Source: an optimization exercise on an open RTL-to-GDS flow (aim: small area). Production flows keep margins and buffers that such runs may drop.
The RTL was checked by simulation tests, not by an equivalence proof against the original design.
Power is estimated from default activity; no workload was simulated.

==> flow/design.v (outline; a module is shown in full before it is edited, if it fits) <==
// module I2cExpAndMuxMaster: 313 lines
// module I2cExpAndMuxReqArbiter: 1055 lines
// module vfchd_i2cmux: 247 lines
module vfchd_i2cmux (
    input           Clk_ik,
    input           Rst_irq,
    input           IoExpApp12Int_ian,
    input           IoExpApp34Int_ian,
    input           IoExpBstEthInt_ian,
    input           IoExpLosInt_ian,
    input           IoExpBlmInInt_ian,
    output          InitDone_oq,
    output [4:0]    VmeGa_onqb5,
    output          VmeGaP_onq,
    input  [7:0]    Led_ib8,
    output [7:0]    StatusLed_ob8,
    input           GpIo1A2B_i,
    input           EnGpIo1Term_i,
    input           GpIo2A2B_i,
    input           EnGpIo2Term_i,
    input           GpIo34A2B_i,
    input           EnGpIo3Term_i,
    input           EnGpIo4Term_i,
    output          StatusGpIo1A2B_oq,
    output          StatusEnGpIo1Term_oq,
    output          StatusGpIo2A2B_oq,
    output          StatusEnGpIo2Term_oq,
    output          StatusGpIo34A2B_oq,
    output          StatusEnGpIo3Term_oq,
    output          StatusEnGpIo4Term_oq,
    output [7:0]    BlmIn_oqb8,
    output          AppSfp1Present_oq,
    output [15:0]   AppSfp1Id_oq16,
    output          AppSfp1TxFault_oq,
    output          AppSfp1Los_oq,
    input           AppSfp1TxDisable_i,
    input           AppSfp1RateSelect_i,
    output          StatusAppSfp1TxDisable_oq,
    output          StatusAppSfp1RateSelect_oq,
    output          AppSfp2Present_oq,
    output [15:0]   AppSfp2Id_oq16,
    output          AppSfp2TxFault_oq,
    output          AppSfp2Los_oq,
    input           AppSfp2TxDisable_i,
    input           AppSfp2RateSelect_i,
    output          StatusAppSfp2TxDisable_oq,
    output          StatusAppSfp2RateSelect_oq,
    output          AppSfp3Present_oq,
    output [15:0]   AppSfp3Id_oq16,
    output          AppSfp3TxFault_oq,
    output          AppSfp3Los_oq,
    input           AppSfp3TxDisable_i,
    input           AppSfp3RateSelect_i,
    output          StatusAppSfp3TxDisable_oq,
    output          StatusAppSfp3RateSelect_oq,
    output          AppSfp4Present_oq,
    output [15:0]   AppSfp4Id_oq16,
    output          AppSfp4TxFault_oq,
    output          AppSfp4Los_oq,
    input           AppSfp4TxDisable_i,
    input           AppSfp4RateSelect_i,
    output          StatusAppSfp4TxDisable_oq,
    output          StatusAppSfp4RateSelect_oq,
    output          BstSfpPresent_oq,
    output [15:0]   BstSfpId_oq16,
    output          BstSfpTxFault_oq,
    output          BstSfpLos_oq,
    input           BstSfpTxDisable_i,
    input           BstSfpRateSelect_i,
    output          StatusBstSfpTxDisable_oq,
    output          StatusBstSfpRateSelect_oq,
    output          EthSfpPresent_oq,
    output [15:0]   EthSfpId_oq16,
    output          EthSfpTxFault_oq,
    output          EthSfpLos_oq,
    input           EthSfpTxDisable_i,
    input           EthSfpRateSelect_i,
    output          StatusEthSfpTxDisable_oq,
    output          StatusEthSfpRateSelect_oq,
    output          CdrLos_oq,
    output          CdrLol_oq,
  // ...
==> flow/flow/run.sh <==
#!/bin/bash
# Standard ORFS flow (the standard.sh, unchanged synthesis) with smaller port buffers
# and smaller clock-tree buffers.
set -euo pipefail
bash standard.sh \
  BUFFER_PORTS_ARGS="-buffer_cell sky130_fd_sc_hd__buf_1" \
  CTS_ARGS="-sink_clustering_enable -repair_clock_nets -buf_list sky130_fd_sc_hd__clkbuf_4 -dont_use_dummy_load" \
  finish > standard_flow.log 2>&1
==> flow/standard.sh <==
#!/bin/bash
# synth_recipe.tcl (not shown) runs the flow's synth.tcl, then flattens the netlist and writes it again
# the make line also repeats each setting of config.mk as NAME=value (left out here)
make -C /OpenROAD-flow-scripts/flow DESIGN_CONFIG=/design/flow/config.mk WORK_HOME=/design/flow/orfs CLKGATE_MAP_FILE= SYNTH_SCRIPT=/design/flow/synth_recipe.tcl "${@:-finish}"
==> flow/config.mk <==
export PLATFORM = sky130hd
export DESIGN_NAME = vfchd_i2cmux
export DESIGN_NICKNAME = vfchd_i2cmux
export VERILOG_FILES = /design/flow/design.v
export SDC_FILE = /design/flow/constraint.sdc
export NUM_CORES = 4
export LEC_CHECK = 0
export CAP_MARGIN = 20
export CORE_MARGIN = 2
export CORE_UTILIZATION = 40
export SLEW_MARGIN = 20
==> flow/constraint.sdc <==
create_clock -name core_clock -period 10.0 [get_ports {Clk_ik}]
set_input_delay 2.0000 -clock core_clock [delete_from_list [all_inputs] [get_ports {Clk_ik}]]
set_output_delay 2.0000 -clock core_clock [all_outputs]
set_load 0.01 [all_outputs]
==> flow_metrics.tcl, run 1 <==
set metrics [dict create \
    nets 3193 \
    antennaDiodeCount 5 \
    setup_tns_ns 0 \
    power_leakage_uw 0.00926 \
    ys.warnings.count 2 \
    yosysSeqAreaShare 0.443 \
    ctsRootBufferMaster "clkbuf_4" \
    worst_setup_path_end_kind "flip-flop" \
    syn_nets 2913 \
    min_from "i_Arbiter.IoExpBstEthInt_x3[0]" \
    sw_frac_of_total 0.334 \
    r2r_slack_ns 5.47 \
    r2r.worst_path.cells 10 \
    outcome "finished clean" \
    gp_congestion 1.03 \
    synthMostInstantiatedCell "dfxtp_1" \
    finalPower_uw 4460 \
    ys.flop_type "dfxtp_1" \
    clkPwrFrac 0.302 \
    slew-limit-headroom 0.271 \
    post_cts_resized 0 \
    use_met1 0.348 \
    fin_ws_ns 5.47 \
    yosysTopAreaCell "dfxtp_1" \
    vias 23070 \
    start_util 0.404 \
    wl_met1_mm 35.4 \
    async_flop_share 0 \
    wl_per_cell_um 22.5 \
    synth-seq-cells 488 \
]
==> run 2, diff against run 1 <==
==> flow/design.v (replaced) <==
`timescale 1ns/100ps
module I2cExpAndMuxMaster
#(  parameter g_SclHalfPeriod = 10'd256)
(
    input             Clk_ik,
    input             Rst_irq,
    input             IoExpWrReq_i,
    output            IoExpWrOn_oq,
    input             IoExpRdReq_i,
    output            IoExpRdOn_oq,
    input       [2:0] IoExpAddr_ib3,
    input       [1:0] IoExpRegAddr_ib2,
    input       [7:0] IoExpData_ib8,
    input             I2cSlaveWrReq_i,
    output            I2cSlaveWrOn_o,
    input             I2cSlaveRdReq_i,
    output            I2cSlaveRdOn_o,
    input       [3:0] I2cTarget_ib4,
    input       [7:0] I2cSlaveRegAddr_ib8,
    input       [7:0] I2cSlaveByte_ib8,
    output            Busy_o,
    output            NewByteRead_op,
    output      [7:0] ByteOut_ob8,
    input             Scl_ioz,
    input             Sda_ioz,
    output reg        SclOe_o,
    output reg        SdaOe_o
);
localparam CW = (g_SclHalfPeriod >= 512) ? 10 : (g_SclHalfPeriod >= 256) ? 9 : (g_SclHalfPeriod >= 128) ? 8 :
                (g_SclHalfPeriod >= 64) ? 7 : (g_SclHalfPeriod >= 32) ? 6 : (g_SclHalfPeriod >= 16) ? 5 :
                (g_SclHalfPeriod >= 8) ? 4 : (g_SclHalfPeriod >= 4) ? 3 : 2;
localparam  s_Idle           = 4'h0,
            s_IdleFirst      = 4'h1,
            s_FetchCommand   = 4'h2,
            s_StartExecution = 4'h3,
            s_StartSda1      = 4'h4,
            s_StartScl1      = 4'h5,
            s_StartSda0      = 4'h6,
            s_StartScl0      = 4'h7,
            s_SendScl0       = 4'h8,
            s_SendScl1       = 4'h9,
            s_GetScl0        = 4'ha,
            s_GetScl1        = 4'hb,
            s_StopSda0       = 4'hc,
            s_StopScl1       = 4'hd,
            s_StopSda1       = 4'he;
localparam  c_IoExpWriteSeq = 2'd0,
            c_IoExpReadSeq  = 2'd1,
            c_I2cSlaveRead  = 2'd2,
            c_I2cSlaveWrite = 2'd3;
localparam  c_GoToIdle     = 3'd0,
            c_SendStartBit = 3'd1,
            c_SendStopBit  = 3'd2,
            c_SendByte     = 3'd3,
            c_GetByte      = 3'd4;
reg  [3:0]    State_qb4, NextState_ab4;
reg  [CW-1:0] SclCounter_c;
reg  [3:0]    BitCounter_c4;
reg  [7:0]    ShReg_b8;
reg  [1:0]    ActiveSequence_b2;
reg  [3:0]    CommandPointer_c4;      
reg  [3:0]    Target_qb4;             
reg  [7:0]    RegAddr_qb8;
reg  [7:0]    Data_qb8;
wire       Accept = (State_qb4 == s_Idle) && (IoExpWrReq_i || IoExpRdReq_i || I2cSlaveWrReq_i || I2cSlaveRdReq_i);
wire       SlaveAcc = ~IoExpWrReq_i && ~IoExpRdReq_i;
wire       CntDone = SclCounter_c == g_SclHalfPeriod;
assign Busy_o         = State_qb4 != s_Idle;
assign IoExpWrOn_oq   = Busy_o && ActiveSequence_b2 == c_IoExpWriteSeq;
assign IoExpRdOn_oq   = Busy_o && ActiveSequence_b2 == c_IoExpReadSeq;
assign I2cSlaveRdOn_o = Busy_o && ActiveSequence_b2 == c_I2cSlaveRead;
assign I2cSlaveWrOn_o = Busy_o && ActiveSequence_b2 == c_I2cSlaveWrite;
assign ByteOut_ob8    = ShReg_b8;
assign NewByteRead_op = State_qb4 == s_StartExecution &&
                        ((ActiveSequence_b2 == c_IoExpReadSeq && CommandPointer_c4 == 4'd6) ||
                         (ActiveSequence_b2 == c_I2cSlaveRead && CommandPointer_c4 == 4'ha));
wire [6:0] SlaveAddr_b7 = (Target_qb4[3] && Target_qb4[2:1] == 2'b10) ? 7'h55 :
                          (Target_qb4[3] && Target_qb4[2:1] == 2'b11) ? 7'h40 :
                                                                        {6'b101000, Target_qb4[0]};
wire [7:0] MuxAddrByte = {6'h38, Target_qb4[3], 1'b0};
wire [7:0] IoExpAddrByte = {4'b0100, Target_qb4[2:0], 1'b0};
reg  [2:0] Command_b3;
reg  [7:0] Byte_b8;
always @* begin
    Byte_b8 = 8'h00;
    case (ActiveSequence_b2)
    c_IoExpWriteSeq: case (CommandPointer_c4)
        4'd0: Command_b3 = c_SendStartBit;
        4'd1: begin Command_b3 = c_SendByte; Byte_b8 = IoExpAddrByte; end
        4'd2: begin Command_b3 = c_SendByte; Byte_b8 = RegAddr_qb8; end
        4'd3: begin Command_b3 = c_SendByte; Byte_b8 = Data_qb8; end
        4'd4: Command_b3 = c_SendStopBit;
        default: Command_b3 = c_GoToIdle;
        endcase
    c_IoExpReadSeq: case (CommandPointer_c4)
        4'd0: Command_b3 = c_SendStartBit;
        4'd1: begin Command_b3 = c_SendByte; Byte_b8 = IoExpAddrByte; end
        4'd2: begin Command_b3 = c_SendByte; Byte_b8 = RegAddr_qb8; end
        4'd3: Command_b3 = c_SendStartBit;
        4'd4: begin Command_b3 = c_SendByte; Byte_b8 = IoExpAddrByte | 8'h01; end
        4'd5: Command_b3 = c_GetByte;
        4'd6: Command_b3 = c_SendStopBit;
        default: Command_b3 = c_GoToIdle;
        endcase
    c_I2cSlaveRead: case (CommandPointer_c4)
        4'h0: Command_b3 = c_SendStartBit;
        4'h1: begin Command_b3 = c_SendByte; Byte_b8 = MuxAddrByte; end
        4'h2: begin Command_b3 = c_SendByte; Byte_b8 = {5'b0, 1'b1, Target_qb4[2:1]}; end
        4'h3: Command_b3 = c_SendStopBit;
        4'h4: Command_b3 = c_SendStartBit;
        4'h5: begin Command_b3 = c_SendByte; Byte_b8 = {SlaveAddr_b7, 1'b0}; end
        4'h6: begin Command_b3 = c_SendByte; Byte_b8 = RegAddr_qb8; end
        4'h7: Command_b3 = c_SendStartBit;
        4'h8: begin Command_b3 = c_SendByte; Byte_b8 = {SlaveAddr_b7, 1'b1}; end
        4'h9: Command_b3 = c_GetByte;
        4'ha: Command_b3 = c_SendStopBit;
        4'hb: Command_b3 = c_SendStartBit;
        4'hc: begin Command_b3 = c_SendByte; Byte_b8 = MuxAddrByte; end
        4'hd: Command_b3 = c_SendByte;
        4'he: Command_b3 = c_SendStopBit;
        default: Command_b3 = c_GoToIdle;
        endcase
    default: case (CommandPointer_c4)
        4'h0: Command_b3 = c_SendStartBit;
        4'h1: begin Command_b3 = c_SendByte; Byte_b8 = MuxAddrByte; end
        4'h2: begin Command_b3 = c_SendByte; Byte_b8 = {5'b0, 1'b1, Target_qb4[2:1]}; end
        4'h3: Command_b3 = c_SendStopBit;
        4'h4: Command_b3 = c_SendStartBit;
        4'h5: begin Command_b3 = c_SendByte; Byte_b8 = {SlaveAddr_b7, 1'b0}; end
        4'h6: begin Command_b3 = c_SendByte; Byte_b8 = RegAddr_qb8; end
        4'h7: begin Command_b3 = c_SendByte; Byte_b8 = Data_qb8; end
        4'h8: Command_b3 = c_SendStopBit;
        4'h9: Command_b3 = c_SendStartBit;
        4'ha: begin Command_b3 = c_SendByte; Byte_b8 = MuxAddrByte; end
        4'hb: Command_b3 = c_SendByte;
        4'hc: Command_b3 = c_SendStopBit;
        default: Command_b3 = c_GoToIdle;
        endcase
    endcase
end
always @* begin
    NextState_ab4 = State_qb4;
    case (State_qb4)
    s_Idle:           if (Accept) NextState_ab4 = s_FetchCommand;
    s_IdleFirst:      NextState_ab4 = s_Idle;
    s_FetchCommand:   NextState_ab4 = s_StartExecution;
    s_StartExecution: case (Command_b3)
                      c_SendStartBit: NextState_ab4 = s_StartSda1;
                      c_SendByte:     NextState_ab4 = s_SendScl0;
                      c_GetByte:      NextState_ab4 = s_GetScl0;
                      c_SendStopBit:  NextState_ab4 = s_StopSda0;
                      default:        NextState_ab4 = s_IdleFirst;
                      endcase
    s_StartSda1: if (CntDone) NextState_ab4 = s_StartScl1;
    s_StartScl1: if (CntDone) NextState_ab4 = s_StartSda0;
    s_StartSda0: if (CntDone) NextState_ab4 = s_StartScl0;
    s_StartScl0: if (CntDone) NextState_ab4 = s_FetchCommand;
    s_SendScl0:  if (CntDone) NextState_ab4 = (BitCounter_c4 == 4'd9) ? s_FetchCommand : s_SendScl1;
    s_SendScl1:  if (CntDone) NextState_ab4 = s_SendScl0;
    s_GetScl0:   if (CntDone) NextState_ab4 = (BitCounter_c4 == 4'd9) ? s_FetchCommand : s_GetScl1;
    s_GetScl1:   if (CntDone) NextState_ab4 = s_GetScl0;
    s_StopSda0:  if (CntDone) NextState_ab4 = s_StopScl1;
    s_StopScl1:  if (CntDone) NextState_ab4 = s_StopSda1;
    s_StopSda1:  if (CntDone) NextState_ab4 = s_FetchCommand;
    default:     NextState_ab4 = s_Idle;
    endcase
end
always @(posedge Clk_ik) State_qb4 <= Rst_irq ? s_Idle : NextState_ab4;
reg LineOk;
always @* case (State_qb4)
    s_StartSda1, s_StopSda1:                                  LineOk =  Sda_ioz;
    s_StartSda0, s_StopSda0:                                  LineOk = ~Sda_ioz;
    s_StartScl1, s_SendScl1, s_GetScl1, s_StopScl1:           LineOk =  Scl_ioz;
    default:                                                  LineOk = ~Scl_ioz;
endcase
always @(posedge Clk_ik) begin
    if (State_qb4 == s_StartExecution || CntDone || !LineOk) SclCounter_c <= {CW{1'b0}};
    else                                                     SclCounter_c <= SclCounter_c + 1'b1;
    if (State_qb4 == s_StartExecution) BitCounter_c4 <= 4'h0;
    else if ((State_qb4 == s_SendScl1 || State_qb4 == s_GetScl1) && CntDone) BitCounter_c4 <= BitCounter_c4 + 1'b1;
    if (State_qb4 == s_Idle || State_qb4 == s_IdleFirst) CommandPointer_c4 <= 4'hf;
    else if (State_qb4 == s_FetchCommand)                CommandPointer_c4 <= CommandPointer_c4 + 1'b1;
    if (State_qb4 == s_StartExecution && Command_b3 == c_SendByte) ShReg_b8 <= Byte_b8;
    else if (State_qb4 == s_SendScl1 && CntDone) ShReg_b8[7:1] <= ShReg_b8[6:0];
    else if (State_qb4 == s_GetScl1 && CntDone && BitCounter_c4 != 4'd8) ShReg_b8 <= {ShReg_b8[6:0], Sda_ioz};
    if (Accept) begin
        ActiveSequence_b2 <= IoExpWrReq_i ? c_IoExpWriteSeq :
                             IoExpRdReq_i ? c_IoExpReadSeq  :
                             I2cSlaveWrReq_i ? c_I2cSlaveWrite : c_I2cSlaveRead;
        Target_qb4  <= SlaveAcc ? I2cTarget_ib4 : {1'b0, IoExpAddr_ib3};
        RegAddr_qb8 <= SlaveAcc ? I2cSlaveRegAddr_ib8 : {6'b0, IoExpRegAddr_ib2};
        if (IoExpWrReq_i)                      Data_qb8 <= IoExpData_ib8;
        else if (~IoExpRdReq_i && I2cSlaveWrReq_i) Data_qb8 <= I2cSlaveByte_ib8;
    end
end
always @(posedge Clk_ik) begin
    if (Rst_irq) begin
        SclOe_o <= 1'b0;
        SdaOe_o <= 1'b0;
    end else case (State_qb4)
        s_Idle, s_IdleFirst: begin SclOe_o <= 1'b0; SdaOe_o <= 1'b0; end
        s_StartSda1, s_StopSda1: SdaOe_o <= 1'b0;
        s_StartSda0, s_StopSda0: SdaOe_o <= 1'b1;
        s_StartScl1, s_SendScl1, s_GetScl1, s_StopScl1: SclOe_o <= 1'b0;
        s_StartScl0: SclOe_o <= 1'b1;
        s_SendScl0: begin
            SclOe_o <= 1'b1;
            if (SclCounter_c == g_SclHalfPeriod[9:1]) SdaOe_o <= BitCounter_c4[3] ? 1'b0 : !ShReg_b8[7];
        end
        s_GetScl0: begin SclOe_o <= 1'b1; SdaOe_o <= 1'b0; end
        default: ;
    endcase
end
endmodule
`timescale 1ns/100ps
module I2cExpAndMuxReqArbiter
#(  parameter g_IdWaitWidth   = 24)
(
    input             Clk_ik,
    input             Rst_irq,
    output reg        IoExpWrReq_oq,
    input             IoExpWrOn_i,
    output reg        IoExpRdReq_oq,
    input             IoExpRdOn_i,
    output reg  [2:0] IoExpAddr_oqb3,
    output reg  [1:0] IoExpRegAddr_oqb2,
    output reg  [7:0] IoExpData_oqb8,
    output reg        I2cSlaveWrReq_oq,
    input             I2cSlaveWrOn_i,
    output reg        I2cSlaveRdReq_oq,
    input             I2cSlaveRdOn_i,
    output reg  [3:0] I2cTarget_oqb4,        
    output reg  [7:0] I2cSlaveRegAddr_oqb8,
    output reg  [7:0] I2cSlaveByte_oqb8,
    input             MasterBusy_i,
    input             MasterNewByteRead_ip,
    input       [7:0] MasterByteOut_ib8,
    input             IoExpApp12Int_ian,
    input             IoExpApp34Int_ian,
    input             IoExpBstEthInt_ian,
    input             IoExpLosInt_ian,
    input             IoExpBlmInInt_ian,
    output reg        InitDone_oq,
    output reg  [4:0] VmeGa_onqb5,
    output reg        VmeGaP_onq,
    input       [7:0] Led_ib8,
    output reg  [7:0] StatusLed_ob8,
    input             GpIo1A2B_i,
    input             EnGpIo1Term_i,
    input             GpIo2A2B_i,
    input             EnGpIo2Term_i,
    input             GpIo34A2B_i,
    input             EnGpIo3Term_i,
    input             EnGpIo4Term_i,
    output reg        StatusGpIo1A2B_oq,
    output reg        StatusEnGpIo1Term_oq,
    output reg        StatusGpIo2A2B_oq,
    output reg        StatusEnGpIo2Term_oq,
    output reg        StatusGpIo34A2B_oq,
    output reg        StatusEnGpIo3Term_oq,
    output reg        StatusEnGpIo4Term_oq,
    output reg  [7:0] BlmIn_oqb8,
    output reg        AppSfp1Present_oq,
    output reg [15:0] AppSfp1Id_oq16,
    output reg        AppSfp1TxFault_oq,
    output reg        AppSfp1Los_oq,
    input             AppSfp1TxDisable_i,
    input             AppSfp1RateSelect_i,
    output reg        StatusAppSfp1TxDisable_oq,
    output reg        StatusAppSfp1RateSelect_oq,
    output reg        AppSfp2Present_oq,
    output reg [15:0] AppSfp2Id_oq16,
    output reg        AppSfp2TxFault_oq,
    output reg        AppSfp2Los_oq,
    input             AppSfp2TxDisable_i,
    input             AppSfp2RateSelect_i,
    output reg        StatusAppSfp2TxDisable_oq,
    output reg        StatusAppSfp2RateSelect_oq,
    output reg        AppSfp3Present_oq,
    output reg [15:0] AppSfp3Id_oq16,
    output reg        AppSfp3TxFault_oq,
    output reg        AppSfp3Los_oq,
    input             AppSfp3TxDisable_i,
    input             AppSfp3RateSelect_i,
    output reg        StatusAppSfp3TxDisable_oq,
    output reg        StatusAppSfp3RateSelect_oq,
    output reg        AppSfp4Present_oq,
    output reg [15:0] AppSfp4Id_oq16,
    output reg        AppSfp4TxFault_oq,
    output reg        AppSfp4Los_oq,
    input             AppSfp4TxDisable_i,
    input             AppSfp4RateSelect_i,
    output reg        StatusAppSfp4TxDisable_oq,
    output reg        StatusAppSfp4RateSelect_oq,
    output reg        BstSfpPresent_oq,
    output reg [15:0] BstSfpId_oq16,
    output reg        BstSfpTxFault_oq,
    output reg        BstSfpLos_oq,
    input             BstSfpTxDisable_i,
    input             BstSfpRateSelect_i,
    output reg        StatusBstSfpTxDisable_oq,
    output reg        StatusBstSfpRateSelect_oq,
    output reg        EthSfpPresent_oq,
    output reg [15:0] EthSfpId_oq16,
    output reg        EthSfpTxFault_oq,
    output reg        EthSfpLos_oq,
    input             EthSfpTxDisable_i,
    input             EthSfpRateSelect_i,
    output reg        StatusEthSfpTxDisable_oq,
    output reg        StatusEthSfpRateSelect_oq,
    output reg        CdrLos_oq,
    output reg        CdrLol_oq,
    input              I2cWbCyc_i,
    input              I2cWbStb_i,
    input              I2cWbWe_i,
    input       [11:0] I2cWbAdr_ib12,
    input        [7:0] I2cWbDat_ib8,
    output  reg  [7:0] I2cWbDat_ob8,
    output  reg        I2cWbAck_o,
    input              WbCyc_i,
    input              WbStb_i,
    input              WbWe_i,
    input       [31:0] WbDat_ib32,
    output      [31:0] WbDat_oqb32,
    output  reg        WbAck_oa
);
localparam  s_Idle            = 6'b010000,
            s_GaRead          = 6'b000011,
            s_BlmInRead       = 6'b000110,
            s_LosRead         = 6'b000111,
            s_GpioWrite       = 6'b001100,
            s_GpioSetMode     = 6'b011100,
            s_LedWrite        = 6'b001101,
            s_LedSetMode      = 6'b011101,
            s_BstEthWrite     = 6'b001010,
            s_BstEthSetMode   = 6'b011010,
            s_App1App2Write   = 6'b001000,
            s_App1App2SetMode = 6'b011000,
            s_App3App4Write   = 6'b001001,
            s_App3App4SetMode = 6'b011001,
            s_BstEthRead      = 6'b000010,
            s_App1App2Read    = 6'b000000,
            s_App3App4Read    = 6'b000001,
            s_App1ReadId1     = 6'b100000,
            s_App2ReadId1     = 6'b100001,
            s_App3ReadId1     = 6'b100010,
            s_App4ReadId1     = 6'b100011,
            s_BstReadId1      = 6'b100100,
            s_EthReadId1      = 6'b100101,
            s_App1ReadId2     = 6'b101000,
            s_App2ReadId2     = 6'b101001,
            s_App3ReadId2     = 6'b101010,
            s_App4ReadId2     = 6'b101011,
            s_BstReadId2      = 6'b101100,
            s_EthReadId2      = 6'b101101;
reg [31:0] GlobalConfigReg_q32;
always @(posedge Clk_ik)
    if (Rst_irq) begin
        GlobalConfigReg_q32 <= 32'h0003_D090;
        WbAck_oa            <= 1'b0;
    end else begin
        if (WbCyc_i && WbWe_i && WbStb_i) GlobalConfigReg_q32 <= WbDat_ib32;
        WbAck_oa <= WbStb_i && WbCyc_i;
    end
assign WbDat_oqb32 = GlobalConfigReg_q32;
wire        a_BlmInI2cIntDisable       = GlobalConfigReg_q32[28];
wire        a_LosI2cIntDisable         = GlobalConfigReg_q32[27];
wire        a_BstEthSfpI2cIntDisable   = GlobalConfigReg_q32[26];
wire        a_AppSfp34I2cIntDisable    = GlobalConfigReg_q32[25];
wire        a_AppSfp12I2cIntDisable    = GlobalConfigReg_q32[24];
wire [23:0] a_BlmInMuteOthersTime_b24  = GlobalConfigReg_q32[23:0];
wire        a_BlmInI2cIntTimeOutEnable = |a_BlmInMuteOthersTime_b24;
reg [5:0] State_q, NextState_a;
reg       Enter_q;       
reg AppSfp12ExpWrReqMask, AppSfp34ExpWrReqMask, BstEthSfpExpWrReqMask, GpioExpWrReqMask, LedExpWrReqMask,
    AppSfp12ExpRdReqMask, AppSfp34ExpRdReqMask, BstEthSfpExpRdReqMask, LosExRdReqMask, BlmInRdReqMask;
reg [7:0] I2cAccReqMask_b8;
reg [23:0] BlmInMuteOthersCnt_c24;
reg PreAppSfp1Present_q, PreAppSfp2Present_q, PreAppSfp3Present_q, PreAppSfp4Present_q,
    PreEthSfpPresent_q, PreBstSfpPresent_q;
reg MasterBusy_d, MasterTrnDone_p;
reg [2:0] IoExpApp12Int_x3, IoExpApp34Int_x3, IoExpBstEthInt_x3, IoExpLosInt_x3, IoExpBlmInInt_x3;
reg [g_IdWaitWidth-1:0] WaitCounter_c;
always @(posedge Clk_ik) begin
    IoExpApp12Int_x3  <= {IoExpApp12Int_x3 [1:0], IoExpApp12Int_ian};
    IoExpApp34Int_x3  <= {IoExpApp34Int_x3 [1:0], IoExpApp34Int_ian};
    IoExpBstEthInt_x3 <= {IoExpBstEthInt_x3[1:0], IoExpBstEthInt_ian};
    IoExpLosInt_x3    <= {IoExpLosInt_x3   [1:0], IoExpLosInt_ian};
    IoExpBlmInInt_x3  <= {IoExpBlmInInt_x3 [1:0], IoExpBlmInInt_ian};
end
wire BlmInRdReq        = ~BlmInRdReqMask        && ~(IoExpBlmInInt_x3[2]  || a_BlmInI2cIntDisable);
wire AppSfp12ExpRdReq  = ~AppSfp12ExpRdReqMask  && ~(IoExpApp12Int_x3[2]  || a_AppSfp12I2cIntDisable);
wire AppSfp34ExpRdReq  = ~AppSfp34ExpRdReqMask  && ~(IoExpApp34Int_x3[2]  || a_AppSfp34I2cIntDisable);
wire BstEthSfpExpRdReq = ~BstEthSfpExpRdReqMask && ~(IoExpBstEthInt_x3[2] || a_BstEthSfpI2cIntDisable);
wire LosExRdReq        = ~LosExRdReqMask        && ~(IoExpLosInt_x3[2]    || a_LosI2cIntDisable);
wire AppSfp12ExpWrReq  = ~AppSfp12ExpWrReqMask  && (AppSfp1TxDisable_i^StatusAppSfp1TxDisable_oq) || (AppSfp1RateSelect_i^StatusAppSfp1RateSelect_oq) || (AppSfp2TxDisable_i^StatusAppSfp2TxDisable_oq) || (AppSfp2RateSelect_i^StatusAppSfp2RateSelect_oq);
wire AppSfp34ExpWrReq  = ~AppSfp34ExpWrReqMask  && (AppSfp3TxDisable_i^StatusAppSfp3TxDisable_oq) || (AppSfp3RateSelect_i^StatusAppSfp3RateSelect_oq) || (AppSfp4TxDisable_i^StatusAppSfp4TxDisable_oq) || (AppSfp4RateSelect_i^StatusAppSfp4RateSelect_oq);
wire BstEthSfpExpWrReq = ~BstEthSfpExpWrReqMask && (BstSfpTxDisable_i^StatusBstSfpTxDisable_oq) || (BstSfpRateSelect_i^StatusBstSfpRateSelect_oq) || (EthSfpTxDisable_i^StatusEthSfpTxDisable_oq) || (EthSfpRateSelect_i^StatusEthSfpRateSelect_oq);
wire GpioExpWrReq      = ~GpioExpWrReqMask      && (GpIo1A2B_i^StatusGpIo1A2B_oq || EnGpIo1Term_i^StatusEnGpIo1Term_oq || GpIo2A2B_i^StatusGpIo2A2B_oq || EnGpIo2Term_i^StatusEnGpIo2Term_oq || GpIo34A2B_i^StatusGpIo34A2B_oq || EnGpIo3Term_i^StatusEnGpIo3Term_oq || EnGpIo4Term_i^StatusEnGpIo4Term_oq);
wire LedExpWrReq       = ~LedExpWrReqMask       && (Led_ib8 != StatusLed_ob8);
wire       WbReq = I2cWbCyc_i && I2cWbStb_i && ~I2cWbAck_o &&
                   ~(I2cWbAdr_ib12[11:10] == 2'b11 && I2cWbAdr_ib12[8]);
wire [2:0] WbIface = (I2cWbAdr_ib12[11:10] == 2'b11) ? {2'b11, ~I2cWbAdr_ib12[9]} : I2cWbAdr_ib12[11:9];
wire [7:0] I2cAccReq_b8 = {8{WbReq}} & (8'b1 << WbIface) & ~I2cAccReqMask_b8;    
wire AnyReq = BlmInRdReq || AppSfp12ExpRdReq || AppSfp34ExpRdReq || BstEthSfpExpRdReq || LosExRdReq ||
              AppSfp12ExpWrReq || AppSfp34ExpWrReq || BstEthSfpExpWrReq || GpioExpWrReq || LedExpWrReq ||
              |I2cAccReq_b8;
always @(posedge Clk_ik) MasterBusy_d    <= MasterBusy_i;
always @(posedge Clk_ik) MasterTrnDone_p <= MasterBusy_d && ~MasterBusy_i;
wire StIoExp = ~State_q[5];
wire StId    = State_q[5] & ~State_q[4];
wire StWb    = State_q[5] &  State_q[4];
wire StIdle  = State_q == s_Idle;
wire [2:0] Iface = State_q[2:0];
always @* begin
    NextState_a = State_q;
    if (StWb) begin
        if (~(I2cWbCyc_i && I2cWbStb_i)) NextState_a = s_Idle;
    end else if (StIdle) begin
        if (~MasterBusy_i) begin
            if (~InitDone_oq) NextState_a = s_GaRead;
            else if (|BlmInMuteOthersCnt_c24) begin
                if ((BlmInMuteOthersCnt_c24 == a_BlmInMuteOthersTime_b24) && BlmInRdReq) NextState_a = s_BlmInRead;
            end else begin
                if (BlmInRdReq && ~a_BlmInI2cIntTimeOutEnable) NextState_a = s_BlmInRead;
                else if (AppSfp12ExpRdReq ) NextState_a = s_App1App2Read;
                else if (AppSfp34ExpRdReq ) NextState_a = s_App3App4Read;
                else if (BstEthSfpExpRdReq) NextState_a = s_BstEthRead;
                else if (LosExRdReq       ) NextState_a = s_LosRead;
                else if (AppSfp12ExpWrReq ) NextState_a = s_App1App2Write;
                else if (AppSfp34ExpWrReq ) NextState_a = s_App3App4Write;
                else if (BstEthSfpExpWrReq) NextState_a = s_BstEthWrite;
                else if (GpioExpWrReq     ) NextState_a = s_GpioWrite;
                else if (LedExpWrReq      ) NextState_a = s_LedWrite;
                else if (|I2cAccReq_b8    ) NextState_a = {2'b11, I2cWbWe_i, WbIface};
            end
        end
    end else if (MasterTrnDone_p) case (State_q)
        s_GaRead          : NextState_a = s_BlmInRead;
        s_BlmInRead       : NextState_a = InitDone_oq ? s_Idle : s_LosRead;
        s_LosRead         : NextState_a = InitDone_oq ? s_Idle : s_GpioWrite;
        s_GpioWrite       : NextState_a = InitDone_oq ? s_Idle : s_GpioSetMode;
        s_GpioSetMode     : NextState_a = InitDone_oq ? s_Idle : s_LedWrite;
        s_LedWrite        : NextState_a = InitDone_oq ? s_Idle : s_LedSetMode;
        s_LedSetMode      : NextState_a = InitDone_oq ? s_Idle : s_BstEthWrite;
        s_BstEthWrite     : NextState_a = InitDone_oq ? s_Idle : s_BstEthSetMode;
        s_BstEthSetMode   : NextState_a = InitDone_oq ? s_Idle : s_App1App2Write;
        s_App1App2Write   : NextState_a = InitDone_oq ? s_Idle : s_App1App2SetMode;
        s_App1App2SetMode : NextState_a = InitDone_oq ? s_Idle : s_App3App4Write;
        s_App3App4Write   : NextState_a = InitDone_oq ? s_Idle : s_App3App4SetMode;
        s_App3App4SetMode : NextState_a = InitDone_oq ? s_Idle : s_BstEthRead;
        s_BstEthRead      : if      (PreBstSfpPresent_q && ~BstSfpPresent_oq) NextState_a = s_BstReadId1;
                            else if (PreEthSfpPresent_q && ~EthSfpPresent_oq) NextState_a = s_EthReadId1;
                            else NextState_a = InitDone_oq ? s_Idle : s_App1App2Read;
        s_BstReadId1      : NextState_a = s_BstReadId2;
        s_BstReadId2      : if (PreEthSfpPresent_q && ~EthSfpPresent_oq) NextState_a = s_EthReadId1;
                            else NextState_a = InitDone_oq ? s_Idle : s_App1App2Read;
        s_EthReadId1      : NextState_a = s_EthReadId2;
        s_EthReadId2      : NextState_a = InitDone_oq ? s_Idle : s_App1App2Read;
        s_App1App2Read    : if      (PreAppSfp1Present_q && ~AppSfp1Present_oq) NextState_a = s_App1ReadId1;
                            else if (PreAppSfp2Present_q && ~AppSfp2Present_oq) NextState_a = s_App2ReadId1;
                            else NextState_a = InitDone_oq ? s_Idle : s_App3App4Read;
        s_App1ReadId1     : NextState_a = s_App1ReadId2;
        s_App1ReadId2     : if (PreAppSfp2Present_q && ~AppSfp2Present_oq) NextState_a = s_App2ReadId1;
                            else NextState_a = InitDone_oq ? s_Idle : s_App3App4Read;
        s_App2ReadId1     : NextState_a = s_App2ReadId2;
        s_App2ReadId2     : NextState_a = InitDone_oq ? s_Idle : s_App3App4Read;
        s_App3App4Read    : if      (PreAppSfp3Present_q && ~AppSfp3Present_oq) NextState_a = s_App3ReadId1;
                            else if (PreAppSfp4Present_q && ~AppSfp4Present_oq) NextState_a = s_App4ReadId1;
                            else NextState_a = s_Idle;
        s_App3ReadId1     : NextState_a = s_App3ReadId2;
        s_App3ReadId2     : if (PreAppSfp4Present_q && ~AppSfp4Present_oq) NextState_a = s_App4ReadId1;
                            else NextState_a = s_Idle;
        s_App4ReadId1     : NextState_a = s_App4ReadId2;
        s_App4ReadId2     : NextState_a = s_Idle;
        default           : ;
    endcase
end
always @(posedge Clk_ik) State_q <= Rst_irq ? s_Idle : NextState_a;
always @(posedge Clk_ik) Enter_q <= NextState_a != State_q;
wire NBR = MasterNewByteRead_ip;
wire [7:0] B = MasterByteOut_ib8;
wire StIoRd   = StIoExp && State_q[4:3] == 2'b00;
wire StIoWr   = StIoExp && State_q[4:3] == 2'b01;
wire StIoSm   = StIoExp && State_q[4:3] == 2'b11;
wire StId1    = StId && ~State_q[3];
wire StId2    = StId &&  State_q[3];
wire StWbRd   = StWb && ~State_q[3];
wire StWbWr   = StWb &&  State_q[3];
wire Exit     = NextState_a != State_q;
always @(posedge Clk_ik) begin
    if (Rst_irq) begin
        InitDone_oq                <= 1'b0;
        IoExpWrReq_oq              <= 1'b0;
        IoExpRdReq_oq              <= 1'b0;
        IoExpAddr_oqb3             <= 3'b0;
        IoExpRegAddr_oqb2          <= 2'b0;
        IoExpData_oqb8             <= 8'b0;
        I2cSlaveWrReq_oq           <= 1'b0;
        I2cSlaveRdReq_oq           <= 1'b0;
        VmeGa_onqb5                <= 5'b0;
        VmeGaP_onq                 <= 1'b0;
        StatusLed_ob8              <= 8'b0;
        StatusGpIo1A2B_oq          <= 1'b0;
        StatusEnGpIo1Term_oq       <= 1'b0;
        StatusGpIo2A2B_oq          <= 1'b0;
        StatusEnGpIo2Term_oq       <= 1'b0;
        StatusGpIo34A2B_oq         <= 1'b0;
        StatusEnGpIo3Term_oq       <= 1'b0;
        StatusEnGpIo4Term_oq       <= 1'b0;
        BlmIn_oqb8                 <= 8'b0;
        AppSfp1Present_oq          <= 1'b0;
        AppSfp1Id_oq16             <= 16'b0;
        AppSfp1TxFault_oq          <= 1'b0;
        AppSfp1Los_oq              <= 1'b0;
        StatusAppSfp1TxDisable_oq  <= 1'b0;
        StatusAppSfp1RateSelect_oq <= 1'b0;
        AppSfp2Present_oq          <= 1'b0;
        AppSfp2Id_oq16             <= 16'b0;
        AppSfp2TxFault_oq          <= 1'b0;
        AppSfp2Los_oq              <= 1'b0;
        StatusAppSfp2TxDisable_oq  <= 1'b0;
        StatusAppSfp2RateSelect_oq <= 1'b0;
        AppSfp3Present_oq          <= 1'b0;
        AppSfp3Id_oq16             <= 16'b0;
        AppSfp3TxFault_oq          <= 1'b0;
        AppSfp3Los_oq              <= 1'b0;
        StatusAppSfp3TxDisable_oq  <= 1'b0;
        StatusAppSfp3RateSelect_oq <= 1'b0;
        AppSfp4Present_oq          <= 1'b0;
        AppSfp4Id_oq16             <= 16'b0;
        AppSfp4TxFault_oq          <= 1'b0;
        AppSfp4Los_oq              <= 1'b0;
        StatusAppSfp4TxDisable_oq  <= 1'b0;
        StatusAppSfp4RateSelect_oq <= 1'b0;
        BstSfpPresent_oq           <= 1'b0;
        BstSfpId_oq16              <= 16'b0;
        BstSfpTxFault_oq           <= 1'b0;
        BstSfpLos_oq               <= 1'b0;
        StatusBstSfpTxDisable_oq   <= 1'b0;
        StatusBstSfpRateSelect_oq  <= 1'b0;
        EthSfpPresent_oq           <= 1'b0;
        EthSfpId_oq16              <= 16'b0;
        EthSfpTxFault_oq           <= 1'b0;
        EthSfpLos_oq               <= 1'b0;
        StatusEthSfpTxDisable_oq   <= 1'b0;
        StatusEthSfpRateSelect_oq  <= 1'b0;
        CdrLos_oq                  <= 1'b0;
        CdrLol_oq                  <= 1'b1;
        BlmInRdReqMask             <= 1'b0;
        AppSfp12ExpRdReqMask       <= 1'b0;
        AppSfp34ExpRdReqMask       <= 1'b0;
        BstEthSfpExpRdReqMask      <= 1'b0;
        LosExRdReqMask             <= 1'b0;
        AppSfp12ExpWrReqMask       <= 1'b0;
        AppSfp34ExpWrReqMask       <= 1'b0;
        BstEthSfpExpWrReqMask      <= 1'b0;
        GpioExpWrReqMask           <= 1'b0;
        LedExpWrReqMask            <= 1'b0;
        I2cAccReqMask_b8           <= 8'b0;
        BlmInMuteOthersCnt_c24     <= 24'h0;
        PreAppSfp1Present_q        <= 1'b0;
        PreAppSfp2Present_q        <= 1'b0;
        PreAppSfp3Present_q        <= 1'b0;
        PreAppSfp4Present_q        <= 1'b0;
        PreEthSfpPresent_q         <= 1'b0;
        PreBstSfpPresent_q         <= 1'b0;
        I2cWbAck_o                 <= 1'b0;
        WaitCounter_c              <= {g_IdWaitWidth{1'b0}};
    end else begin
        if (State_q == s_BlmInRead || ~InitDone_oq || ~a_BlmInI2cIntTimeOutEnable) BlmInMuteOthersCnt_c24 <= 24'h0;
        else if (|BlmInMuteOthersCnt_c24 || BlmInRdReq) BlmInMuteOthersCnt_c24 <= BlmInMuteOthersCnt_c24 + 1'b1;
        if (StIdle) begin
            I2cWbAck_o    <= 1'b0;
            WaitCounter_c <= {g_IdWaitWidth{1'b0}};
            if (~AnyReq) begin
                BlmInRdReqMask        <= 1'b0;
                AppSfp12ExpRdReqMask  <= 1'b0;
                AppSfp34ExpRdReqMask  <= 1'b0;
                BstEthSfpExpRdReqMask <= 1'b0;
                LosExRdReqMask        <= 1'b0;
                AppSfp12ExpWrReqMask  <= 1'b0;
                AppSfp34ExpWrReqMask  <= 1'b0;
                BstEthSfpExpWrReqMask <= 1'b0;
                GpioExpWrReqMask      <= 1'b0;
                LedExpWrReqMask       <= 1'b0;
                I2cAccReqMask_b8      <= 8'b0;
            end
        end
        if (StIoExp && ~StIdle) begin
            IoExpAddr_oqb3    <= State_q[2:0];
            IoExpRegAddr_oqb2 <= State_q[4:3];
        end
        if (StIoRd) begin
            if (Enter_q) IoExpRdReq_oq <= 1'b1;
            else if (IoExpRdOn_i) IoExpRdReq_oq <= 1'b0;
        end
        if (StIoWr || StIoSm) begin
            if (Enter_q) IoExpWrReq_oq <= 1'b1;
            else if (IoExpWrOn_i) IoExpWrReq_oq <= 1'b0;
        end
        if (StIoSm && State_q[2:1] != 2'b10) IoExpData_oqb8 <= 8'b10011001;    
        if (Enter_q) case (State_q)
            s_GpioWrite:     IoExpData_oqb8 <= {1'b0, EnGpIo4Term_i, EnGpIo3Term_i, EnGpIo2Term_i, EnGpIo1Term_i, GpIo34A2B_i, GpIo2A2B_i, GpIo1A2B_i};
            s_GpioSetMode,
            s_LedSetMode:    IoExpData_oqb8 <= 8'b0;
            s_LedWrite:      IoExpData_oqb8 <= ~Led_ib8;
            s_BstEthWrite:   IoExpData_oqb8 <= {1'b0, EthSfpRateSelect_i, EthSfpTxDisable_i, 2'b0, BstSfpRateSelect_i, BstSfpTxDisable_i, 1'b0};
            s_App1App2Write: IoExpData_oqb8 <= {1'b0, AppSfp2RateSelect_i, AppSfp2TxDisable_i, 2'b0, AppSfp1RateSelect_i, AppSfp1TxDisable_i, 1'b0};
            s_App3App4Write: IoExpData_oqb8 <= {1'b0, AppSfp4RateSelect_i, AppSfp4TxDisable_i, 2'b0, AppSfp3RateSelect_i, AppSfp3TxDisable_i, 1'b0};
            default: ;
        endcase
        case (State_q)
        s_GaRead: if (NBR) {VmeGaP_onq, VmeGa_onqb5} <= B[5:0];
        s_BlmInRead: begin
            if (NBR) BlmIn_oqb8 <= B;
            BlmInRdReqMask <= ~a_BlmInI2cIntTimeOutEnable;
        end
        s_LosRead: begin
            if (NBR) {CdrLol_oq, CdrLos_oq, EthSfpLos_oq, BstSfpLos_oq, AppSfp4Los_oq, AppSfp3Los_oq, AppSfp2Los_oq, AppSfp1Los_oq} <= B;
            LosExRdReqMask <= 1'b1;
        end
        s_GpioWrite: begin
            if (Exit) {StatusEnGpIo4Term_oq, StatusEnGpIo3Term_oq, StatusEnGpIo2Term_oq, StatusEnGpIo1Term_oq, StatusGpIo34A2B_oq, StatusGpIo2A2B_oq, StatusGpIo1A2B_oq} <= IoExpData_oqb8[6:0];
            GpioExpWrReqMask <= 1'b1;
        end
        s_LedWrite: begin
            if (Exit) StatusLed_ob8 <= ~IoExpData_oqb8;
            LedExpWrReqMask <= 1'b1;
        end
        s_BstEthWrite: begin
            if (Exit) {StatusEthSfpRateSelect_oq, StatusEthSfpTxDisable_oq, StatusBstSfpRateSelect_oq, StatusBstSfpTxDisable_oq} <= {IoExpData_oqb8[6:5], IoExpData_oqb8[2:1]};
            BstEthSfpExpWrReqMask <= 1'b1;
        end
        s_App1App2Write: begin
            if (Exit) {StatusAppSfp2RateSelect_oq, StatusAppSfp2TxDisable_oq, StatusAppSfp1RateSelect_oq, StatusAppSfp1TxDisable_oq} <= {IoExpData_oqb8[6:5], IoExpData_oqb8[2:1]};
            AppSfp12ExpWrReqMask <= 1'b1;
        end
        s_App3App4Write: begin
            {StatusAppSfp4RateSelect_oq, StatusAppSfp4TxDisable_oq, StatusAppSfp3RateSelect_oq, StatusAppSfp3TxDisable_oq} <= {IoExpData_oqb8[6:5], IoExpData_oqb8[2:1]};
            AppSfp34ExpWrReqMask <= 1'b1;
        end
        s_BstEthRead: begin
            if (NBR) begin
                if (B[7]) begin EthSfpPresent_oq <= 1'b0; EthSfpId_oq16 <= 16'h0; end
                PreEthSfpPresent_q <= ~B[7];
                EthSfpTxFault_oq   <= B[4];
                if (B[3]) begin BstSfpPresent_oq <= 1'b0; BstSfpId_oq16 <= 16'h0; end
                PreBstSfpPresent_q <= ~B[3];
                BstSfpTxFault_oq   <= B[0];
            end
            BstEthSfpExpRdReqMask <= 1'b1;
        end
        s_App1App2Read: begin
            if (NBR) begin
                if (B[7]) begin AppSfp2Present_oq <= 1'b0; AppSfp2Id_oq16 <= 16'h0; end
                PreAppSfp2Present_q <= ~B[7];
                AppSfp2TxFault_oq   <= B[4];
                if (B[3]) begin AppSfp1Present_oq <= 1'b0; AppSfp1Id_oq16 <= 16'h0; end
                PreAppSfp1Present_q <= ~B[3];
                AppSfp1TxFault_oq   <= B[0];
            end
            AppSfp12ExpRdReqMask <= 1'b1;
        end
        s_App3App4Read: begin
            if (NBR) begin
                if (B[7]) begin AppSfp4Present_oq <= 1'b0; AppSfp4Id_oq16 <= 16'h0; end
                PreAppSfp4Present_q <= ~B[7];
                AppSfp4TxFault_oq   <= B[4];
                if (B[3]) begin AppSfp3Present_oq <= 1'b0; AppSfp3Id_oq16 <= 16'h0; end
                PreAppSfp3Present_q <= ~B[3];
                AppSfp3TxFault_oq   <= B[0];
            end
            AppSfp34ExpRdReqMask <= 1'b1;
            if (NextState_a == s_Idle) InitDone_oq <= 1'b1;
        end
        s_App1ReadId1: if (NBR) AppSfp1Id_oq16[7:0]  <= B;
        s_App2ReadId1: if (NBR) AppSfp2Id_oq16[7:0]  <= B;
        s_App3ReadId1: if (NBR) AppSfp3Id_oq16[7:0]  <= B;
        s_App4ReadId1: if (NBR) AppSfp4Id_oq16[7:0]  <= B;
        s_BstReadId1:  if (NBR) BstSfpId_oq16[7:0]   <= B;
        s_EthReadId1:  if (NBR) EthSfpId_oq16[7:0]   <= B;
        s_App1ReadId2: if (NBR) begin AppSfp1Id_oq16[15:8] <= B; AppSfp1Present_oq <= 1'b1; end
        s_App2ReadId2: if (NBR) begin AppSfp2Id_oq16[15:8] <= B; AppSfp2Present_oq <= 1'b1; end
        s_App3ReadId2: begin
            if (NBR) begin AppSfp3Id_oq16[15:8] <= B; AppSfp3Present_oq <= 1'b1; end
            if (NextState_a == s_Idle) InitDone_oq <= 1'b1;
        end
        s_App4ReadId2: begin
            if (NBR) begin AppSfp4Id_oq16[15:8] <= B; AppSfp4Present_oq <= 1'b1; end
            if (NextState_a == s_Idle) InitDone_oq <= 1'b1;
        end
        s_BstReadId2:  if (NBR) begin BstSfpId_oq16[15:8] <= B; BstSfpPresent_oq <= 1'b1; end
        s_EthReadId2:  if (NBR) begin EthSfpId_oq16[15:8] <= B; EthSfpPresent_oq <= 1'b1; end
        default: ;
        endcase
        if (StId1 && (Enter_q || |WaitCounter_c)) WaitCounter_c <= WaitCounter_c + 1'b1;
        if (StId) begin
            I2cTarget_oqb4       <= {Iface[2], Iface[2] ? {1'b0, Iface[0]} : Iface[1:0], 1'b0};
            I2cSlaveRegAddr_oqb8 <= {7'b0, State_q[3]};
        end
        if (StId1) begin
            if (&WaitCounter_c) I2cSlaveRdReq_oq <= 1'b1;
            else if (I2cSlaveRdOn_i) I2cSlaveRdReq_oq <= 1'b0;
        end
        if (StWb) begin
            I2cTarget_oqb4       <= {Iface, I2cWbAdr_ib12[8]};
            I2cSlaveRegAddr_oqb8 <= I2cWbAdr_ib12[7:0];
            I2cAccReqMask_b8[Iface] <= 1'b1;
            if (MasterTrnDone_p) I2cWbAck_o <= 1'b1;
        end
        if (StWbRd && NBR) I2cWbDat_ob8 <= B;
        if (StWbWr) begin
            I2cSlaveByte_oqb8 <= I2cWbDat_ib8;
            if (Enter_q) I2cSlaveWrReq_oq <= 1'b1;
            else if (I2cSlaveWrOn_i) I2cSlaveWrReq_oq <= 1'b0;
        end
        if (StId2 || StWbRd) begin
            if (Enter_q) I2cSlaveRdReq_oq <= 1'b1;
            else if (I2cSlaveRdOn_i) I2cSlaveRdReq_oq <= 1'b0;
        end
    end
end
endmodule
`timescale 1ns/100ps
module vfchd_i2cmux (
    input           Clk_ik,
    input           Rst_irq,
    input           IoExpApp12Int_ian,
    input           IoExpApp34Int_ian,
    input           IoExpBstEthInt_ian,
    input           IoExpLosInt_ian,
    input           IoExpBlmInInt_ian,
    output          InitDone_oq,
    output [4:0]    VmeGa_onqb5,
    output          VmeGaP_onq,
    input  [7:0]    Led_ib8,
    output [7:0]    StatusLed_ob8,
    input           GpIo1A2B_i,
    input           EnGpIo1Term_i,
    input           GpIo2A2B_i,
    input           EnGpIo2Term_i,
    input           GpIo34A2B_i,
    input           EnGpIo3Term_i,
    input           EnGpIo4Term_i,
    output          StatusGpIo1A2B_oq,
    output          StatusEnGpIo1Term_oq,
    output          StatusGpIo2A2B_oq,
    output          StatusEnGpIo2Term_oq,
    output          StatusGpIo34A2B_oq,
    output          StatusEnGpIo3Term_oq,
    output          StatusEnGpIo4Term_oq,
    output [7:0]    BlmIn_oqb8,
    output          AppSfp1Present_oq,
    output [15:0]   AppSfp1Id_oq16,
    output          AppSfp1TxFault_oq,
    output          AppSfp1Los_oq,
    input           AppSfp1TxDisable_i,
    input           AppSfp1RateSelect_i,
    output          StatusAppSfp1TxDisable_oq,
    output          StatusAppSfp1RateSelect_oq,
    output          AppSfp2Present_oq,
    output [15:0]   AppSfp2Id_oq16,
    output          AppSfp2TxFault_oq,
    output          AppSfp2Los_oq,
    input           AppSfp2TxDisable_i,
    input           AppSfp2RateSelect_i,
    output          StatusAppSfp2TxDisable_oq,
    output          StatusAppSfp2RateSelect_oq,
    output          AppSfp3Present_oq,
    output [15:0]   AppSfp3Id_oq16,
    output          AppSfp3TxFault_oq,
    output          AppSfp3Los_oq,
    input           AppSfp3TxDisable_i,
    input           AppSfp3RateSelect_i,
    output          StatusAppSfp3TxDisable_oq,
    output          StatusAppSfp3RateSelect_oq,
    output          AppSfp4Present_oq,
    output [15:0]   AppSfp4Id_oq16,
    output          AppSfp4TxFault_oq,
    output          AppSfp4Los_oq,
    input           AppSfp4TxDisable_i,
    input           AppSfp4RateSelect_i,
    output          StatusAppSfp4TxDisable_oq,
    output          StatusAppSfp4RateSelect_oq,
    output          BstSfpPresent_oq,
    output [15:0]   BstSfpId_oq16,
    output          BstSfpTxFault_oq,
    output          BstSfpLos_oq,
    input           BstSfpTxDisable_i,
    input           BstSfpRateSelect_i,
    output          StatusBstSfpTxDisable_oq,
    output          StatusBstSfpRateSelect_oq,
    output          EthSfpPresent_oq,
    output [15:0]   EthSfpId_oq16,
    output          EthSfpTxFault_oq,
    output          EthSfpLos_oq,
    input           EthSfpTxDisable_i,
    input           EthSfpRateSelect_i,
    output          StatusEthSfpTxDisable_oq,
    output          StatusEthSfpRateSelect_oq,
    output          CdrLos_oq,
    output          CdrLol_oq,
    input           I2cWbCyc_i,
    input           I2cWbStb_i,
    input           I2cWbWe_i,
    input  [11:0]   I2cWbAdr_ib12,
    input  [7:0]    I2cWbDat_ib8,
    output [7:0]    I2cWbDat_ob8,
    output          I2cWbAck_o,
    input           WbCyc_i,
    input           WbStb_i,
    input           WbWe_i,
    input  [31:0]   WbDat_ib32,
    output [31:0]   WbDat_oqb32,
    output          WbAck_oa,
    input           Scl_i,
    input           Sda_i,
    output          SclOe_o,
    output          SdaOe_o
);
wire       IoExpWrReq, IoExpWrOn, IoExpRdReq, IoExpRdOn;
wire [2:0] IoExpAddr;
wire [1:0] IoExpRegAddr;
wire [7:0] IoExpData;
wire       I2cSlaveWrReq, I2cSlaveWrOn, I2cSlaveRdReq, I2cSlaveRdOn;
wire [3:0] I2cTarget;
wire [7:0] I2cSlaveRegAddr, I2cSlaveByte;
wire       MasterBusy, MasterNewByteRead;
wire [7:0] MasterByteOut;
I2cExpAndMuxReqArbiter #(.g_IdWaitWidth(12)) i_Arbiter (
    .Clk_ik                      (Clk_ik),
    .Rst_irq                     (Rst_irq),
    .IoExpWrReq_oq               (IoExpWrReq),
    .IoExpWrOn_i                 (IoExpWrOn),
    .IoExpRdReq_oq               (IoExpRdReq),
    .IoExpRdOn_i                 (IoExpRdOn),
    .IoExpAddr_oqb3              (IoExpAddr),
    .IoExpRegAddr_oqb2           (IoExpRegAddr),
    .IoExpData_oqb8              (IoExpData),
    .I2cSlaveWrReq_oq            (I2cSlaveWrReq),
    .I2cSlaveWrOn_i              (I2cSlaveWrOn),
    .I2cSlaveRdReq_oq            (I2cSlaveRdReq),
    .I2cSlaveRdOn_i              (I2cSlaveRdOn),
    .I2cTarget_oqb4              (I2cTarget),
    .I2cSlaveRegAddr_oqb8        (I2cSlaveRegAddr),
    .I2cSlaveByte_oqb8           (I2cSlaveByte),
    .MasterBusy_i                (MasterBusy),
    .MasterNewByteRead_ip        (MasterNewByteRead),
    .MasterByteOut_ib8           (MasterByteOut),
    .IoExpApp12Int_ian           (IoExpApp12Int_ian),
    .IoExpApp34Int_ian           (IoExpApp34Int_ian),
    .IoExpBstEthInt_ian          (IoExpBstEthInt_ian),
    .IoExpLosInt_ian             (IoExpLosInt_ian),
    .IoExpBlmInInt_ian           (IoExpBlmInInt_ian),
    .InitDone_oq                 (InitDone_oq),
    .VmeGa_onqb5                 (VmeGa_onqb5),
    .VmeGaP_onq                  (VmeGaP_onq),
    .Led_ib8                     (Led_ib8),
    .StatusLed_ob8               (StatusLed_ob8),
    .GpIo1A2B_i                  (GpIo1A2B_i),
    .EnGpIo1Term_i               (EnGpIo1Term_i),
    .GpIo2A2B_i                  (GpIo2A2B_i),
    .EnGpIo2Term_i               (EnGpIo2Term_i),
    .GpIo34A2B_i                 (GpIo34A2B_i),
    .EnGpIo3Term_i               (EnGpIo3Term_i),
    .EnGpIo4Term_i               (EnGpIo4Term_i),
    .StatusGpIo1A2B_oq           (StatusGpIo1A2B_oq),
    .StatusEnGpIo1Term_oq        (StatusEnGpIo1Term_oq),
    .StatusGpIo2A2B_oq           (StatusGpIo2A2B_oq),
    .StatusEnGpIo2Term_oq        (StatusEnGpIo2Term_oq),
    .StatusGpIo34A2B_oq          (StatusGpIo34A2B_oq),
    .StatusEnGpIo3Term_oq        (StatusEnGpIo3Term_oq),
    .StatusEnGpIo4Term_oq        (StatusEnGpIo4Term_oq),
    .BlmIn_oqb8                  (BlmIn_oqb8),
    .AppSfp1Present_oq           (AppSfp1Present_oq),
    .AppSfp1Id_oq16              (AppSfp1Id_oq16),
    .AppSfp1TxFault_oq           (AppSfp1TxFault_oq),
    .AppSfp1Los_oq               (AppSfp1Los_oq),
    .AppSfp1TxDisable_i          (AppSfp1TxDisable_i),
    .AppSfp1RateSelect_i         (AppSfp1RateSelect_i),
    .StatusAppSfp1TxDisable_oq   (StatusAppSfp1TxDisable_oq),
    .StatusAppSfp1RateSelect_oq  (StatusAppSfp1RateSelect_oq),
    .AppSfp2Present_oq           (AppSfp2Present_oq),
    .AppSfp2Id_oq16              (AppSfp2Id_oq16),
    .AppSfp2TxFault_oq           (AppSfp2TxFault_oq),
    .AppSfp2Los_oq               (AppSfp2Los_oq),
    .AppSfp2TxDisable_i          (AppSfp2TxDisable_i),
    .AppSfp2RateSelect_i         (AppSfp2RateSelect_i),
    .StatusAppSfp2TxDisable_oq   (StatusAppSfp2TxDisable_oq),
    .StatusAppSfp2RateSelect_oq  (StatusAppSfp2RateSelect_oq),
    .AppSfp3Present_oq           (AppSfp3Present_oq),
    .AppSfp3Id_oq16              (AppSfp3Id_oq16),
    .AppSfp3TxFault_oq           (AppSfp3TxFault_oq),
    .AppSfp3Los_oq               (AppSfp3Los_oq),
    .AppSfp3TxDisable_i          (AppSfp3TxDisable_i),
    .AppSfp3RateSelect_i         (AppSfp3RateSelect_i),
    .StatusAppSfp3TxDisable_oq   (StatusAppSfp3TxDisable_oq),
    .StatusAppSfp3RateSelect_oq  (StatusAppSfp3RateSelect_oq),
    .AppSfp4Present_oq           (AppSfp4Present_oq),
    .AppSfp4Id_oq16              (AppSfp4Id_oq16),
    .AppSfp4TxFault_oq           (AppSfp4TxFault_oq),
    .AppSfp4Los_oq               (AppSfp4Los_oq),
    .AppSfp4TxDisable_i          (AppSfp4TxDisable_i),
    .AppSfp4RateSelect_i         (AppSfp4RateSelect_i),
    .StatusAppSfp4TxDisable_oq   (StatusAppSfp4TxDisable_oq),
    .StatusAppSfp4RateSelect_oq  (StatusAppSfp4RateSelect_oq),
    .BstSfpPresent_oq            (BstSfpPresent_oq),
    .BstSfpId_oq16               (BstSfpId_oq16),
    .BstSfpTxFault_oq            (BstSfpTxFault_oq),
    .BstSfpLos_oq                (BstSfpLos_oq),
    .BstSfpTxDisable_i           (BstSfpTxDisable_i),
    .BstSfpRateSelect_i          (BstSfpRateSelect_i),
    .StatusBstSfpTxDisable_oq    (StatusBstSfpTxDisable_oq),
    .StatusBstSfpRateSelect_oq   (StatusBstSfpRateSelect_oq),
    .EthSfpPresent_oq            (EthSfpPresent_oq),
    .EthSfpId_oq16               (EthSfpId_oq16),
    .EthSfpTxFault_oq            (EthSfpTxFault_oq),
    .EthSfpLos_oq                (EthSfpLos_oq),
    .EthSfpTxDisable_i           (EthSfpTxDisable_i),
    .EthSfpRateSelect_i          (EthSfpRateSelect_i),
    .StatusEthSfpTxDisable_oq    (StatusEthSfpTxDisable_oq),
    .StatusEthSfpRateSelect_oq   (StatusEthSfpRateSelect_oq),
    .CdrLos_oq                   (CdrLos_oq),
    .CdrLol_oq                   (CdrLol_oq),
    .I2cWbCyc_i                  (I2cWbCyc_i),
    .I2cWbStb_i                  (I2cWbStb_i),
    .I2cWbWe_i                   (I2cWbWe_i),
    .I2cWbAdr_ib12               (I2cWbAdr_ib12),
    .I2cWbDat_ib8                (I2cWbDat_ib8),
    .I2cWbDat_ob8                (I2cWbDat_ob8),
    .I2cWbAck_o                  (I2cWbAck_o),
    .WbCyc_i                     (WbCyc_i),
    .WbStb_i                     (WbStb_i),
    .WbWe_i                      (WbWe_i),
    .WbDat_ib32                  (WbDat_ib32),
    .WbDat_oqb32                 (WbDat_oqb32),
    .WbAck_oa                    (WbAck_oa)
);
I2cExpAndMuxMaster #(.g_SclHalfPeriod(10'd160)) i_Master (
    .Clk_ik             (Clk_ik),
    .Rst_irq            (Rst_irq),
    .IoExpWrReq_i       (IoExpWrReq),
    .IoExpWrOn_oq       (IoExpWrOn),
    .IoExpRdReq_i       (IoExpRdReq),
    .IoExpRdOn_oq       (IoExpRdOn),
    .IoExpAddr_ib3      (IoExpAddr),
    .IoExpRegAddr_ib2   (IoExpRegAddr),
    .IoExpData_ib8      (IoExpData),
    .I2cSlaveWrReq_i    (I2cSlaveWrReq),
    .I2cSlaveWrOn_o     (I2cSlaveWrOn),
    .I2cSlaveRdReq_i    (I2cSlaveRdReq),
    .I2cSlaveRdOn_o     (I2cSlaveRdOn),
    .I2cTarget_ib4      (I2cTarget),
    .I2cSlaveRegAddr_ib8(I2cSlaveRegAddr),
    .I2cSlaveByte_ib8   (I2cSlaveByte),
    .Busy_o             (MasterBusy),
    .NewByteRead_op     (MasterNewByteRead),
    .ByteOut_ob8        (MasterByteOut),
    .Scl_ioz            (Scl_i),
    .Sda_ioz            (Sda_i),
    .SclOe_o            (SclOe_o),
    .SdaOe_o            (SdaOe_o));
endmodule
==> flow/flow/run.sh (replaced) <==
#!/bin/bash
# Standard ORFS flow (the standard.sh, unchanged synthesis) with smaller port buffers
# and a clock tree of fewer, mid-size buffers.
set -euo pipefail
bash standard.sh \
  BUFFER_PORTS_ARGS="-buffer_cell sky130_fd_sc_hd__buf_1" \
  CTS_ARGS="-sink_clustering_enable -repair_clock_nets -buf_list sky130_fd_sc_hd__clkbuf_16 -sink_clustering_size 30 -sink_clustering_max_diameter 100 -dont_use_dummy_load" \
  finish > standard_flow.log 2>&1
==> run 2 against run 1 <==
Synthesized area is 26% lower; fmax is 3.4% lower; largest power group unchanged; still clean on timing, DRC and antenna; sequential power is 23% lower; critical path depth is 1 higher.
==> flow_metrics.tcl, run 2 <==
set metrics [dict create \
    ctsRootBufferMaster "clkbuf_16" \
    start_util 0.407 \
    cts_hold_buf 0 \
    post_cts_buffers 0 \
    cts_buffers 17 \
    reg.largest.list "i_Arbiter.GlobalConfigReg_q32 (32), i_Arbiter.BlmInMuteOthersCnt_c24 (24)" \
    final_common_cell "dfxtp_1" \
    drtIter0Drc 1539 \
    clk_pin_slew_ns 0.12 \
    core_um2 43200 \
    setup_tns_ns 0 \
    drcViolationCount 0 \
    gp_congestion 0.922 \
    syn_area_um2 17600 \
    fill_cells 4415 \
    p_seq_frac 0.512 \
    crit_fanout 13 \
    setup_viol 0 \
    r2r.worst_path.cells 11 \
    htreeDepth 1 \
    syn_inst 2043 \
    power_leakage_uw 0.00656 \
    startpoint_type "flip-flop" \
    slowest_delay_ns 0.69 \
    stdcell_count 2819 \
    synth_edf_count 58 \
    p_comb_frac 0.254 \
    fmax_ghz 0.213 \
    drive_above_1_share 0.0416 \
    sw_frac_of_total 0.341 \
    clock-sinks 373 \
    clkPwrFrac 0.235 \
    synth-seq-cells 373 \
    regMostFlops "i_Arbiter.GlobalConfigReg_q32" \
    track_usage 0.229 \
    tightest_slew_ns 1.12 \
    nets 2347 \
    hold_path.class "reg2reg" \
    io_buffers 295 \
    grt_pass1_wl_mm 82.9 \
    layout_common_cells "dfxtp_1, buf_1, nor2_1" \
    critPathMostFrequentCell "a311o_1" \
    die_area_um2 45600 \
    power.net_switching_uw 1130 \
    required_ns 10.43 \
    die_x_um 214 \
    largest_reg_flops 32 \
    power_density_nw_per_um2 170 \
    ys.warnings.count 2 \
    antennaDiodeCount 0 \
    synthMostInstantiatedCell "dfxtp_1" \
    syn_area_per_cell_um2 8.60 \
    cts_buffer_depth 3 \
    ys.flop_type "dfxtp_1" \
    crit_chain "inv_1 -> ha_1 -> or3b_1 -> nor2_1 -> a311o_1 -> o41ai_4 -> mux2i_1 -> a311o_1 -> nand4_1 -> a31oi_4 -> mux2_2" \
    period_share 0.469 \
    slew_viol_final 0 \
    finalHoldViolations 0 \
    yosys.area.top_type_share 0.359 \
    drv_cap 0 \
    place_hpwl_mm 39.2 \
    dieHeight_um 214 \
    outcome "finished clean" \
    vias 15872 \
    clk_latency_ns 0.55 \
    post_cts_resized 0 \
    period_needed_ns 4.69 \
    worstSetupPathType "reg2reg" \
    yosysTopAreaCell "dfxtp_1" \
    ir_drop_mv 0.155 \
    async_flop_share 0 \
    skew_ns 0.0532 \
    hold_path_depth 0 \
    cts_tree "built" \
    syn_nets 2154 \
    pin_count 296 \
    vias_per_cell 5.63 \
    dr.pass1.iters 7 \
    rsz0062_at_grt "no" \
    crit_arrival_ns 5.11 \
    finalPower_uw 3310 \
    dp_cells 2801 \
    cell_internal_pwr_uw 2180 \
    wl_per_cell_um 19.2 \
    drt-total-wl_mm 54.2 \
    ys_types 90 \
    antenna_found_initial 0 \
    grt_pass1_vias 14584 \
    worst_setup_path_end_kind "flip-flop" \
    yosysSeqAreaShare 0.458 \
    grt_overflow_total 0 \
    synth_area_leaders "dfxtp_1, edfxtp_1, nor2_1" \
    ant_nets 0 \
    area_growth_pct 10.9 \
    synth_commonest_cells "dfxtp_1, nor2_1, nand2_1" \
    slowest_stage "dfxtp_1" \
    rows 76 \
    slew-limit-headroom 0.252 \
    grt_max_degree 99 \
]
==> run 2: cell types whose count changed after synthesis, moves of 33 or more <==
cell     change
a21oi_1    -119
nand3_1     -39
a22oi_1     +33
dfxtp_1     -97
nor2_1      -71
nand2_1    -115
==> run 2: final timing paths <==
kind | to | start | slack [ns]
min | i_Arbiter.IoExpBlmInInt_x3[2] | i_Arbiter.IoExpBlmInInt_x3[1] | 0.33
max reg2reg | i_Arbiter.StatusLed_ob8[0] | i_Arbiter.State_q[0] | 5.31
min reg2reg | i_Arbiter.IoExpBlmInInt_x3[2] | i_Arbiter.IoExpBlmInInt_x3[1] | 0.33
max | i_Arbiter.StatusLed_ob8[0] | i_Arbiter.State_q[0] | 5.31
==> run 2: per-stage QoR <==
| step | worst slack [ns] | cell area [µm²] | hold slack, ns | util |
|---|---|---|---|---|
| 5_1_grt | 5.07 | 19500 | 0.344 | 0.451 |
| 3_3_place_gp | 4.90 | 19000 | 0.310 | 0.440 |
| 6_report | 5.31 | 19500 | 0.330 | 0.451 |
| 4_1_cts | 5.38 | 19400 | 0.330 | 0.450 |
| 3_5_place_dp | 4.85 | 19000 | 0.312 | 0.440 |
| 2_1_floorplan | 5.32 | 17600 | 0.310 | - |
==> run 2: critical path, delay by kind of cell, from the launching register on <==
family | cells | cell delay, ns
AOI/OAI and AO/OA | 4 | 1.51
and+or+nand+nor | 3 | 1.04
muxes | 2 | 0.72
DFF | 1 | 0.69
adders and majority gates | 1 | 0.39
buffers and inverters | 1 | 0.20
==> run 2: per-layer routing <==
| metal | global-route usage | vias up | wire length, µm |
|---|---|---|---|
| met1 | 0.315 | 7592 | 24200 |
| met2 | 0.371 | 541 | 24900 |
| met4 | 0.0687 | 0 | 1690 |
| met5 | 0 | - | 0 |
| li1 | - | 7651 | - |
| met3 | 0.0360 | 88 | 3420 |
==> run 2: area by class of cell <==
type / instances / area [µm²] / share of cell area
well taps: 585 / 732 / 0.0376
flip-flops and latches: 373 / 8050 / 0.413
multi-input cells: 1499 / 8890 / 0.457
inverters: 33 / 124 / 0.00636
repair buffers: 312 / 1250 / 0.0640
clock buffers: 17 / 425 / 0.0219
==> run 2: logic make-up (layout without fill, tap and decap cells) <==
kind of cell | count (synthesis) | after routing | synth area share
mux | 64 | 64 | 0.0381
compound gates | 499 | 499 | 0.184
buf+inv | 171 | 362 | 0.0391
fa+ha+maj | 17 | 17 | 0.0121
simple gates | 829 | 829 | 0.223
xor+xnor | 90 | 90 | 0.0449
flops | 373 | 373 | 0.458
==> run 2: power groups by stage <==
stage	Sequential (µW)	Combinational (µW)	Clock [µW]
final	1690	839	777
after global placement	1720	822	0
after global routing	1700	930	850
after floorplan	1670	644	0
after detailed placement	1720	826	0
after CTS	1690	829	802

Check on run 2: ideal ports give 5.315 ns setup slack; a clkbuf_16 on the clock port and buf_2 on the inputs give 5.315 ns; moving port delays by the midpoint clock arrival (0.575 ns) as well gives 4.836 ns.
